Source: an optimization exercise on an open RTL-to-GDS flow (aim: small area). Production flows keep margins and buffers that such runs may drop. Function was checked by simulation only, so behaviour that the tests miss may differ from the original.

// ULA8bit_PRINCIPAL
module ULA8bit_PRINCIPAL(
    input        CLOCK_50,
    input  [7:0] SW,
    input  [1:0] KEY,
    input  [1:0] Exib,
    output [8:0] LEDR,
    output [6:0] HEX0,
    output [6:0] HEX1,
    output [6:0] HEX2,
    output [6:0] seg_display_operador
);
For scale: ~50 I/O pins, about 3800 um2 of cells after synthesis.
export LEC_CHECK = 0
export ABC_AREA = 1
export CAP_MARGIN = 20
export CORE_MARGIN = 2
export CORE_UTILIZATION = 40
export CTS_BUF_LIST = sky130_fd_sc_hd__clkbuf_8
export SLEW_MARGIN = 20
create_clock -name core_clock -period 12.0 [get_ports {CLOCK_50}]
standard.sh (not shown) runs the stock make flow with config.mk's settings and CLKGATE_MAP_FILE= SYNTH_SCRIPT=/design/flow/synth_recipe.tcl, a recipe that flattens the netlist after the stock synthesis.
==> flow/flow/run.sh <==
#!/bin/bash
# Layout flow: the standard synthesis, then the combinational logic between the
# registers is re-mapped with a stronger ABC script (registers, their names and cell types
# are kept as the standard synthesis made them), then the standard ORFS flow from floorplan
# to finish, with plain buffers on the ports.
set -euo pipefail
W=$PWD
F=$W/flow
R=$W/orfs/results/$FLOW_PLATFORM/ULA8bit_PRINCIPAL/base
LIB=$FLOW_HOME/platforms/$FLOW_PLATFORM/lib/sky130_fd_sc_hd__tt_025C_1v80.lib

# 1. standard synthesis (netlist only)
bash standard.sh $R/1_2_yosys.v > $W/log_synth.txt 2>&1
cp $R/1_2_yosys.v $W/std_synth.v

# 2. re-map the combinational logic
python3 $F/gen_models.py $LIB > $W/models.v 2> $W/log_models.txt
DU="-dont_use *probe* -dont_use *lpflow* -dont_use *clkdly* -dont_use *dlygate* -dont_use *dlymetal* -dont_use *ebuf* -dont_use *einv* -dont_use *clkinvlp*"
yosys -l $W/log_reopt.txt -p "
read_liberty -lib $LIB
read_verilog -overwrite $W/models.v
read_verilog $W/std_synth.v
hierarchy -top $FLOW_TOP
flatten
techmap
opt -purge
abc -liberty $LIB -script $F/remap.abc $DU
opt_clean -purge
hilomap -singleton -hicell sky130_fd_sc_hd__conb_1 HI -locell sky130_fd_sc_hd__conb_1 LO
insbuf -buf sky130_fd_sc_hd__buf_4 A X
splitnets
opt_clean -purge
write_verilog -noattr -nohex -nodec $W/remapped.v
tee -o $W/remapped_stat.txt stat -liberty $LIB
" > /dev/null 2>&1
cp $W/remapped.v $R/1_2_yosys.v
touch $R/1_2_yosys.v

# 3. the rest of the standard flow
bash standard.sh "BUFFER_PORTS_ARGS=-buffer_cell sky130_fd_sc_hd__buf_1" finish > $W/log_finish.txt 2>&1
==> flow/flow/remap.abc <==
strash; &get -n; &deepsyn -T 60; &put; dch -f; &get -n; &nf -R 1000; &put; topo
Other scripts of this flow, unchanged in this note and not shown: flow/flow/gen_models.py
==> next run, changes <==
==> flow/flow/run.sh (replaced) <==
#!/bin/bash
# Layout flow: the standard synthesis, then the combinational logic between the
# registers is re-mapped with ABC (&deepsyn, several seeds, the smallest result kept);
# registers, their names and cell types stay as the standard synthesis made them. Then the
# standard ORFS flow from floorplan to finish, with plain buf_1 buffers on the ports.
set -euo pipefail
W=$PWD
F=$W/flow
R=$W/orfs/results/$FLOW_PLATFORM/ULA8bit_PRINCIPAL/base
LIB=$FLOW_HOME/platforms/$FLOW_PLATFORM/lib/sky130_fd_sc_hd__tt_025C_1v80.lib
NJ=${NUM_CORES:-4}

# 1. standard synthesis (netlist only)
bash standard.sh $R/1_2_yosys.v > $W/log_synth.txt 2>&1
cp $R/1_2_yosys.v $W/std_synth.v

# 2. re-map the combinational logic, one ABC run per seed
python3 $F/gen_models.py $LIB > $W/models.v 2> $W/log_models.txt
DU="-dont_use *probe* -dont_use *lpflow* -dont_use *clkdly* -dont_use *dlygate* -dont_use *dlymetal* -dont_use *ebuf* -dont_use *einv* -dont_use *clkinvlp*"
remap() {
  local s=$1 d=$W/remap_$1
  mkdir -p $d
  sed "s/@SEED@/$s/" $F/remap.abc > $d/remap.abc
  yosys -l $d/log_yosys.txt -p "
read_liberty -lib $LIB
read_verilog -overwrite $W/models.v
read_verilog $W/std_synth.v
hierarchy -top $FLOW_TOP
flatten
techmap
opt -purge
abc -liberty $LIB -script $d/remap.abc $DU
opt_clean -purge
hilomap -singleton -hicell sky130_fd_sc_hd__conb_1 HI -locell sky130_fd_sc_hd__conb_1 LO
insbuf -buf sky130_fd_sc_hd__buf_4 A X
splitnets
opt_clean -purge
write_verilog -noattr -nohex -nodec $d/remapped.v
tee -o $d/stat.txt stat -liberty $LIB
" > /dev/null 2>&1 || true
}
SEEDS="0 1 2 3 4 5 6 7"
i=0
for s in $SEEDS; do
  remap $s &
  i=$((i+1))
  if (( i % NJ == 0 )); then wait; fi
done
wait
best=""; besta=""
for s in $SEEDS; do
  a=$(grep -o "Chip area for module.*: [0-9.]*" $W/remap_$s/stat.txt 2>/dev/null | awk '{print $NF}') || true
  echo "seed $s area ${a:-failed}" >> $W/log_remap_summary.txt
  if [[ -n "$a" ]] && { [[ -z "$besta" ]] || awk "BEGIN{exit !($a < $besta)}"; }; then best=$s; besta=$a; fi
done
echo "best seed $best area $besta" >> $W/log_remap_summary.txt
cp $W/remap_$best/remapped.v $W/remapped.v
cp $W/remapped.v $R/1_2_yosys.v
touch $R/1_2_yosys.v

# 3. the rest of the standard flow
bash standard.sh "BUFFER_PORTS_ARGS=-buffer_cell sky130_fd_sc_hd__buf_1" finish > $W/log_finish.txt 2>&1
==> flow/flow/remap.abc (replaced) <==
strash; &get -n; &deepsyn -T 10 -S @SEED@; &put; dch -f; &get -n; &nf -R 1000; &put; topo
Design area is unchanged.
Setup slack stays the same.
First-iteration DRC count stays the same.
Routed wire length stays the same.
Clock skew is unchanged.
Utilization does not change.
Sequential cell count is unchanged.
Sequential share of layout area does not change.
Synthesized area does not change.
Synthesized cell count does not change.

ULA8bit_PRINCIPAL, a different RTL version from the one above (not shown whole).
Size in the first run: ~460 cells after synthesis, about 50 I/O pins, ~0.0036 mm² of cells after synthesis.
==> flow/design.v (excerpt) <==
module ULA8bit_PRINCIPAL(
    input        CLOCK_50,
    input  [7:0] SW,
    input  [1:0] KEY,
    input  [1:0] Exib,
    output [8:0] LEDR,
    output [6:0] HEX0,
    output [6:0] HEX1,
    output [6:0] HEX2,
    output [6:0] seg_display_operador
);
==> flow/config.mk <==
export PLATFORM = sky130hd
export DESIGN_NAME = ULA8bit_PRINCIPAL
export DESIGN_NICKNAME = ULA8bit_PRINCIPAL
export VERILOG_FILES = /design/flow/design.v
export SDC_FILE = /design/flow/constraint.sdc
export NUM_CORES = 4
export LEC_CHECK = 0
export ABC_AREA = 1
export CAP_MARGIN = 20
export CORE_MARGIN = 2
export CORE_UTILIZATION = 40
export CTS_BUF_LIST = sky130_fd_sc_hd__clkbuf_8
export GPL_TIMING_DRIVEN = 0
export SLEW_MARGIN = 20
==> flow/constraint.sdc <==
create_clock -name core_clock -period 12.0 [get_ports {CLOCK_50}]
set_input_delay 2.4000 -clock core_clock [delete_from_list [all_inputs] [get_ports {CLOCK_50}]]
set_output_delay 2.4000 -clock core_clock [all_outputs]
set_load 0.01 [all_outputs]
==> flow/flow/run.sh <==
#!/bin/bash
# Layout flow: the standard synthesis, then the combinational logic between the
# registers is re-mapped with ABC (&deepsyn with several seeds, with and without Yosys's
# full-adder extraction, in rounds that restart from the smallest result so far). Registers, their names and cell types
# stay as the standard synthesis made them. Then the standard ORFS flow from floorplan to
# finish, with plain buf_1 buffers on the ports.
set -euo pipefail
W=$PWD
F=$W/flow
R=$W/orfs/results/$FLOW_PLATFORM/ULA8bit_PRINCIPAL/base
LIB=$FLOW_HOME/platforms/$FLOW_PLATFORM/lib/sky130_fd_sc_hd__tt_025C_1v80.lib
ADDERS=$FLOW_HOME/platforms/$FLOW_PLATFORM/cells_adders_hd.v
NJ=${NUM_CORES:-4}

# 1. standard synthesis (netlist only)
bash standard.sh $R/1_2_yosys.v > $W/log_synth.txt 2>&1
cp $R/1_2_yosys.v $W/std_synth.v

# 2. re-map the combinational logic
python3 $F/gen_models.py $LIB > $W/models.v 2> $W/log_models.txt
DU="-dont_use *probe* -dont_use *lpflow* -dont_use *clkdly* -dont_use *dlygate* -dont_use *dlymetal* -dont_use *ebuf* -dont_use *einv* -dont_use *clkinvlp*"
MAPSCRIPT="strash; dch -f; &get -n; &nf -R 1000 -p -C 32 -F 8; &put; topo"
remap() {  # remap KIND SEED INPUT OUTDIR
  local kind=$1 s=$2 in=$3 d=$4
  mkdir -p $d
  if [[ $kind == fa ]]; then
    echo "strash; &get -n; &deepsyn -T 10 -S $s; &put; map" > $d/p1.abc
    echo "$MAPSCRIPT" > $d/p2.abc
    MID="abc -script $d/p1.abc
opt -purge
extract_fa -fa
techmap -map $ADDERS
techmap
opt -purge"
  else
    echo "strash; &get -n; &deepsyn -T 10 -S $s; &put; $MAPSCRIPT" > $d/p2.abc
    MID=""
  fi
  yosys -l $d/log_yosys.txt -p "
read_liberty -lib $LIB
read_verilog -overwrite $W/models.v
read_verilog $in
hierarchy -top $FLOW_TOP
flatten
techmap
opt -purge
$MID
abc -liberty $LIB -script $d/p2.abc $DU
opt_clean -purge
hilomap -singleton -hicell sky130_fd_sc_hd__conb_1 HI -locell sky130_fd_sc_hd__conb_1 LO
insbuf -buf sky130_fd_sc_hd__buf_4 A X
splitnets
opt_clean -purge
write_verilog -noattr -nohex -nodec $d/remapped.v
tee -o $d/stat.txt stat -liberty $LIB
" > /dev/null 2>&1 || true
}
# round 0 starts from the standard netlist with 16 runs; each later round starts from the
# best netlist so far with 8 runs (new seeds); a round's best replaces it only if smaller.
cur=$W/std_synth.v; besta=""; seed=0
for round in $(seq 0 7); do
  if (( round == 0 )); then n=8; else n=4; fi
  runs=""
  for k in $(seq 1 $n); do runs="$runs fa_$seed nf_$seed"; seed=$((seed+1)); done
  i=0
  for r in $runs; do
    remap ${r%_*} ${r#*_} $cur $W/remap_r${round}_$r &
    i=$((i+1))
    if (( i % NJ == 0 )); then wait; fi
  done
  wait
  for r in $runs; do
    d=$W/remap_r${round}_$r
    a=$(grep -o "Chip area for module.*: [0-9.]*" $d/stat.txt 2>/dev/null | awk '{print $NF}') || true
    echo "round $round $r area ${a:-failed}" >> $W/log_remap_summary.txt
    if [[ -n "$a" ]] && { [[ -z "$besta" ]] || awk "BEGIN{exit !($a < $besta)}"; }; then
      besta=$a; cp $d/remapped.v $W/remapped.v
    fi
  done
  echo "after round $round best area $besta" >> $W/log_remap_summary.txt
  cur=$W/remapped.v
done
cp $W/remapped.v $R/1_2_yosys.v
touch $R/1_2_yosys.v

# 3. the rest of the standard flow
CTS_BUF=sky130_fd_sc_hd__clkbuf_8
bash standard.sh "BUFFER_PORTS_ARGS=-buffer_cell sky130_fd_sc_hd__buf_1" REMOVE_ABC_BUFFERS=1 \
  "CTS_ARGS=-sink_clustering_enable -repair_clock_nets -buf_list $CTS_BUF -root_buf sky130_fd_sc_hd__clkbuf_4 -sink_clustering_size 21 -sink_clustering_max_diameter 300 -dont_use_dummy_load" \
  finish > $W/log_finish.txt 2>&1
Other scripts of this flow, unchanged in this note and not shown: flow/flow/gen_models.py
The first run finished with timing, DRC and antenna clean.
==> next run, changes <==
--- a/flow/flow/run.sh
+++ b/flow/flow/run.sh
@@ -85,6 +85,6 @@
 
 # 3. the rest of the standard flow
-CTS_BUF=sky130_fd_sc_hd__clkbuf_8
+CTS_BUF="sky130_fd_sc_hd__clkbuf_4 sky130_fd_sc_hd__clkbuf_8"
 bash standard.sh "BUFFER_PORTS_ARGS=-buffer_cell sky130_fd_sc_hd__buf_1" REMOVE_ABC_BUFFERS=1 \
-  "CTS_ARGS=-sink_clustering_enable -repair_clock_nets -buf_list $CTS_BUF -root_buf sky130_fd_sc_hd__clkbuf_4 -sink_clustering_size 21 -sink_clustering_max_diameter 300 -dont_use_dummy_load" \
+  "CTS_ARGS=-sink_clustering_enable -repair_clock_nets -buf_list {$CTS_BUF} -dont_use_dummy_load" \
   finish > $W/log_finish.txt 2>&1
Synthesized cell count stays the same.
Clock-buffer cell count is unchanged.
Global-route usage hardly moves.
Die area stays the same.
==> next run, changes <==
==> flow/flow/run.sh (replaced) <==
#!/bin/bash
# Layout flow: the standard synthesis, then the combinational logic between the
# registers is re-mapped with ABC (&deepsyn with several seeds, with and without Yosys's
# full-adder extraction; the smallest result is kept). Registers, their names and cell types
# stay as the standard synthesis made them. Then the standard ORFS flow from floorplan to
# finish, with plain buf_1 buffers on the ports.
set -euo pipefail
W=$PWD
F=$W/flow
R=$W/orfs/results/$FLOW_PLATFORM/ULA8bit_PRINCIPAL/base
LIB=$FLOW_HOME/platforms/$FLOW_PLATFORM/lib/sky130_fd_sc_hd__tt_025C_1v80.lib
ADDERS=$FLOW_HOME/platforms/$FLOW_PLATFORM/cells_adders_hd.v
NJ=${NUM_CORES:-4}

# 1. standard synthesis (netlist only)
bash standard.sh $R/1_2_yosys.v > $W/log_synth.txt 2>&1
cp $R/1_2_yosys.v $W/std_synth.v

# 2. re-map the combinational logic
python3 $F/gen_models.py $LIB > $W/models.v 2> $W/log_models.txt
DU="-dont_use *probe* -dont_use *lpflow* -dont_use *clkdly* -dont_use *dlygate* -dont_use *dlymetal* -dont_use *ebuf* -dont_use *einv* -dont_use *clkinvlp*"
MAPSCRIPT="strash; dch -f; &get -n; &nf -R 1000 -p -C 32 -F 8; &put; topo"
remap() {
  local kind=$1 s=$2 d=$W/remap_$1_$2
  mkdir -p $d
  if [[ $kind == fa ]]; then
    echo "strash; &get -n; &deepsyn -T 10 -S $s; &put; map" > $d/p1.abc
    echo "$MAPSCRIPT" > $d/p2.abc
    MID="abc -script $d/p1.abc
opt -purge
extract_fa -fa
techmap -map $ADDERS
techmap
opt -purge"
  else
    echo "strash; &get -n; &deepsyn -T 10 -S $s; &put; $MAPSCRIPT" > $d/p2.abc
    MID=""
  fi
  yosys -l $d/log_yosys.txt -p "
read_liberty -lib $LIB
read_verilog -overwrite $W/models.v
read_verilog $W/std_synth.v
hierarchy -top $FLOW_TOP
flatten
techmap
opt -purge
$MID
abc -liberty $LIB -script $d/p2.abc $DU
opt_clean -purge
hilomap -singleton -hicell sky130_fd_sc_hd__conb_1 HI -locell sky130_fd_sc_hd__conb_1 LO
insbuf -buf sky130_fd_sc_hd__buf_4 A X
splitnets
opt_clean -purge
write_verilog -noattr -nohex -nodec $d/remapped.v
tee -o $d/stat.txt stat -liberty $LIB
" > /dev/null 2>&1 || true
}
RUNS="fa_0 fa_1 fa_2 fa_3 fa_4 fa_5 fa_6 fa_7 nf_0 nf_1 nf_2 nf_3 nf_4 nf_5 nf_6 nf_7"
i=0
for r in $RUNS; do
  remap ${r%_*} ${r#*_} &
  i=$((i+1))
  if (( i % NJ == 0 )); then wait; fi
done
wait
best=""; besta=""
for r in $RUNS; do
  a=$(grep -o "Chip area for module.*: [0-9.]*" $W/remap_$r/stat.txt 2>/dev/null | awk '{print $NF}') || true
  echo "$r area ${a:-failed}" >> $W/log_remap_summary.txt
  if [[ -n "$a" ]] && { [[ -z "$besta" ]] || awk "BEGIN{exit !($a < $besta)}"; }; then best=$r; besta=$a; fi
done
echo "best $best area $besta" >> $W/log_remap_summary.txt
cp $W/remap_$best/remapped.v $W/remapped.v
cp $W/remapped.v $R/1_2_yosys.v
touch $R/1_2_yosys.v

# 3. the rest of the standard flow
bash standard.sh "BUFFER_PORTS_ARGS=-buffer_cell sky130_fd_sc_hd__buf_1" finish > $W/log_finish.txt 2>&1
GPL_TIMING_DRIVEN = unset   (was 0)
What happened:
- first-iteration DRC count decreases by roughly a tenth
- worst hold slack improves by 6.0 ps
- wire length goes down slightly
- flip-flop and latch count is unchanged
- setup slack is better by 200 ps
- maximum frequency came out higher by a few percent
- die area goes up by a few percent
- clock-buffer cell count is unchanged
- design area came out higher by a few percent
==> next run, changes <==
--- a/flow/flow/run.sh
+++ b/flow/flow/run.sh
@@ -2,5 +2,5 @@
 # Layout flow: the standard synthesis, then the combinational logic between the
 # registers is re-mapped with ABC (&deepsyn with several seeds, with and without Yosys's
-# full-adder extraction; the smallest result is kept). Registers, their names and cell types
+# full-adder extraction, in rounds that restart from the smallest result so far). Registers, their names and cell types
 # stay as the standard synthesis made them. Then the standard ORFS flow from floorplan to
 # finish, with plain buf_1 buffers on the ports.
@@ -21,6 +21,6 @@
 DU="-dont_use *probe* -dont_use *lpflow* -dont_use *clkdly* -dont_use *dlygate* -dont_use *dlymetal* -dont_use *ebuf* -dont_use *einv* -dont_use *clkinvlp*"
 MAPSCRIPT="strash; dch -f; &get -n; &nf -R 1000 -p -C 32 -F 8; &put; topo"
-remap() {
-  local kind=$1 s=$2 d=$W/remap_$1_$2
+remap() {  # remap KIND SEED INPUT OUTDIR
+  local kind=$1 s=$2 in=$3 d=$4
   mkdir -p $d
   if [[ $kind == fa ]]; then
@@ -40,5 +40,5 @@
 read_liberty -lib $LIB
 read_verilog -overwrite $W/models.v
-read_verilog $W/std_synth.v
+read_verilog $in
 hierarchy -top $FLOW_TOP
 flatten
@@ -56,20 +56,29 @@
 " > /dev/null 2>&1 || true
 }
-RUNS="fa_0 fa_1 fa_2 fa_3 fa_4 fa_5 fa_6 fa_7 nf_0 nf_1 nf_2 nf_3 nf_4 nf_5 nf_6 nf_7"
-i=0
-for r in $RUNS; do
-  remap ${r%_*} ${r#*_} &
-  i=$((i+1))
-  if (( i % NJ == 0 )); then wait; fi
+# round 0 starts from the standard netlist with 16 runs; each later round starts from the
+# best netlist so far with 8 runs (new seeds); a round's best replaces it only if smaller.
+cur=$W/std_synth.v; besta=""; seed=0
+for round in 0 1 2 3 4 5 6 7; do
+  if (( round == 0 )); then n=8; else n=4; fi
+  runs=""
+  for k in $(seq 1 $n); do runs="$runs fa_$seed nf_$seed"; seed=$((seed+1)); done
+  i=0
+  for r in $runs; do
+    remap ${r%_*} ${r#*_} $cur $W/remap_r${round}_$r &
+    i=$((i+1))
+    if (( i % NJ == 0 )); then wait; fi
+  done
+  wait
+  for r in $runs; do
+    d=$W/remap_r${round}_$r
+    a=$(grep -o "Chip area for module.*: [0-9.]*" $d/stat.txt 2>/dev/null | awk '{print $NF}') || true
+    echo "round $round $r area ${a:-failed}" >> $W/log_remap_summary.txt
+    if [[ -n "$a" ]] && { [[ -z "$besta" ]] || awk "BEGIN{exit !($a < $besta)}"; }; then
+      besta=$a; cp $d/remapped.v $W/remapped.v
+    fi
+  done
+  echo "after round $round best area $besta" >> $W/log_remap_summary.txt
+  cur=$W/remapped.v
 done
-wait
-best=""; besta=""
-for r in $RUNS; do
-  a=$(grep -o "Chip area for module.*: [0-9.]*" $W/remap_$r/stat.txt 2>/dev/null | awk '{print $NF}') || true
-  echo "$r area ${a:-failed}" >> $W/log_remap_summary.txt
-  if [[ -n "$a" ]] && { [[ -z "$besta" ]] || awk "BEGIN{exit !($a < $besta)}"; }; then best=$r; besta=$a; fi
-done
-echo "best $best area $besta" >> $W/log_remap_summary.txt
-cp $W/remap_$best/remapped.v $W/remapped.v
 cp $W/remapped.v $R/1_2_yosys.v
 touch $R/1_2_yosys.v
=> Worst setup slack degrades by 45 ps. Count of clock-buffer cells in the layout stays the same. Cell area goes down slightly. Clock skew goes down by 7.3 ps.
==> next run, changes <==
--- a/flow/flow/run.sh
+++ b/flow/flow/run.sh
@@ -59,5 +59,5 @@
 # best netlist so far with 8 runs (new seeds); a round's best replaces it only if smaller.
 cur=$W/std_synth.v; besta=""; seed=0
-for round in 0 1 2 3 4 5 6 7; do
+for round in $(seq 0 7); do
   if (( round == 0 )); then n=8; else n=4; fi
   runs=""
@@ -85,3 +85,6 @@
 
 # 3. the rest of the standard flow
-bash standard.sh "BUFFER_PORTS_ARGS=-buffer_cell sky130_fd_sc_hd__buf_1" finish > $W/log_finish.txt 2>&1
+CTS_BUF=sky130_fd_sc_hd__clkbuf_8
+bash standard.sh "BUFFER_PORTS_ARGS=-buffer_cell sky130_fd_sc_hd__buf_1" REMOVE_ABC_BUFFERS=1 \
+  "CTS_ARGS=-sink_clustering_enable -repair_clock_nets -buf_list $CTS_BUF -dont_use_dummy_load" \
+  finish > $W/log_finish.txt 2>&1
GPL_TIMING_DRIVEN = 0   (was unset)
After rerunning: Worst hold slack is about the same; sequential cell count is unchanged; cell area is lower slightly; utilization is lower by 0.76 points; routed wire length is higher by a few percent; synthesized area does not change; register-to-register slack is worse by 270 ps; die area is unchanged.

re-timing with driven ports:
The flow's constraints put no driver on any port. The routed layouts listed below were extracted and timed again, unchanged, in two steps. Step 1 assumes that a clkbuf_16 drives the clock port and a buf_2 every other input. Step 2 adds t to the input delays and takes it off the output delays; t is the mean of the earliest and latest rising clock arrival at the registers after step 1. Input paths then give back, and output paths get back, about the clock's delay inside the block. Three values: ideal, step 1, step 2; two values: the first two.
run | shift t [ns] | setup WS [ns] | worst hold slack (ns) | clock arrival spread, ns | cell pins on the clock port's net
the first run of note 1 | 0.333 | 3.126 / 3.097 / 3.429 | 0.315 / 0.315 / 0.315 | 0.009 / 0.009 | 1
the second run of note 1 | 0.333 | 3.126 / 3.097 / 3.429 | 0.315 / 0.315 / 0.315 | 0.009 / 0.009 | 1
the first run of note 2 | 0.368 | 4.105 / 4.080 / 4.449 | 0.300 / 0.300 / 0.300 | 0.025 / 0.025 | 1
the second run of note 2 | 0.315 | 4.166 / 4.133 / 4.448 | 0.314 / 0.314 / 0.314 | 0.016 / 0.016 | 1
the third run of note 2 | 0.313 | 4.362 / 4.339 / 4.652 | 0.320 / 0.320 / 0.320 | 0.013 / 0.012 | 1
the fourth run of note 2 | 0.337 | 4.318 / 4.288 / 4.624 | 0.317 / 0.317 / 0.317 | 0.005 / 0.005 | 1
the fifth run of note 2 | 0.315 | 4.166 / 4.133 / 4.448 | 0.314 / 0.314 / 0.314 | 0.016 / 0.016 | 1
After both steps every run listed still meets setup and hold.
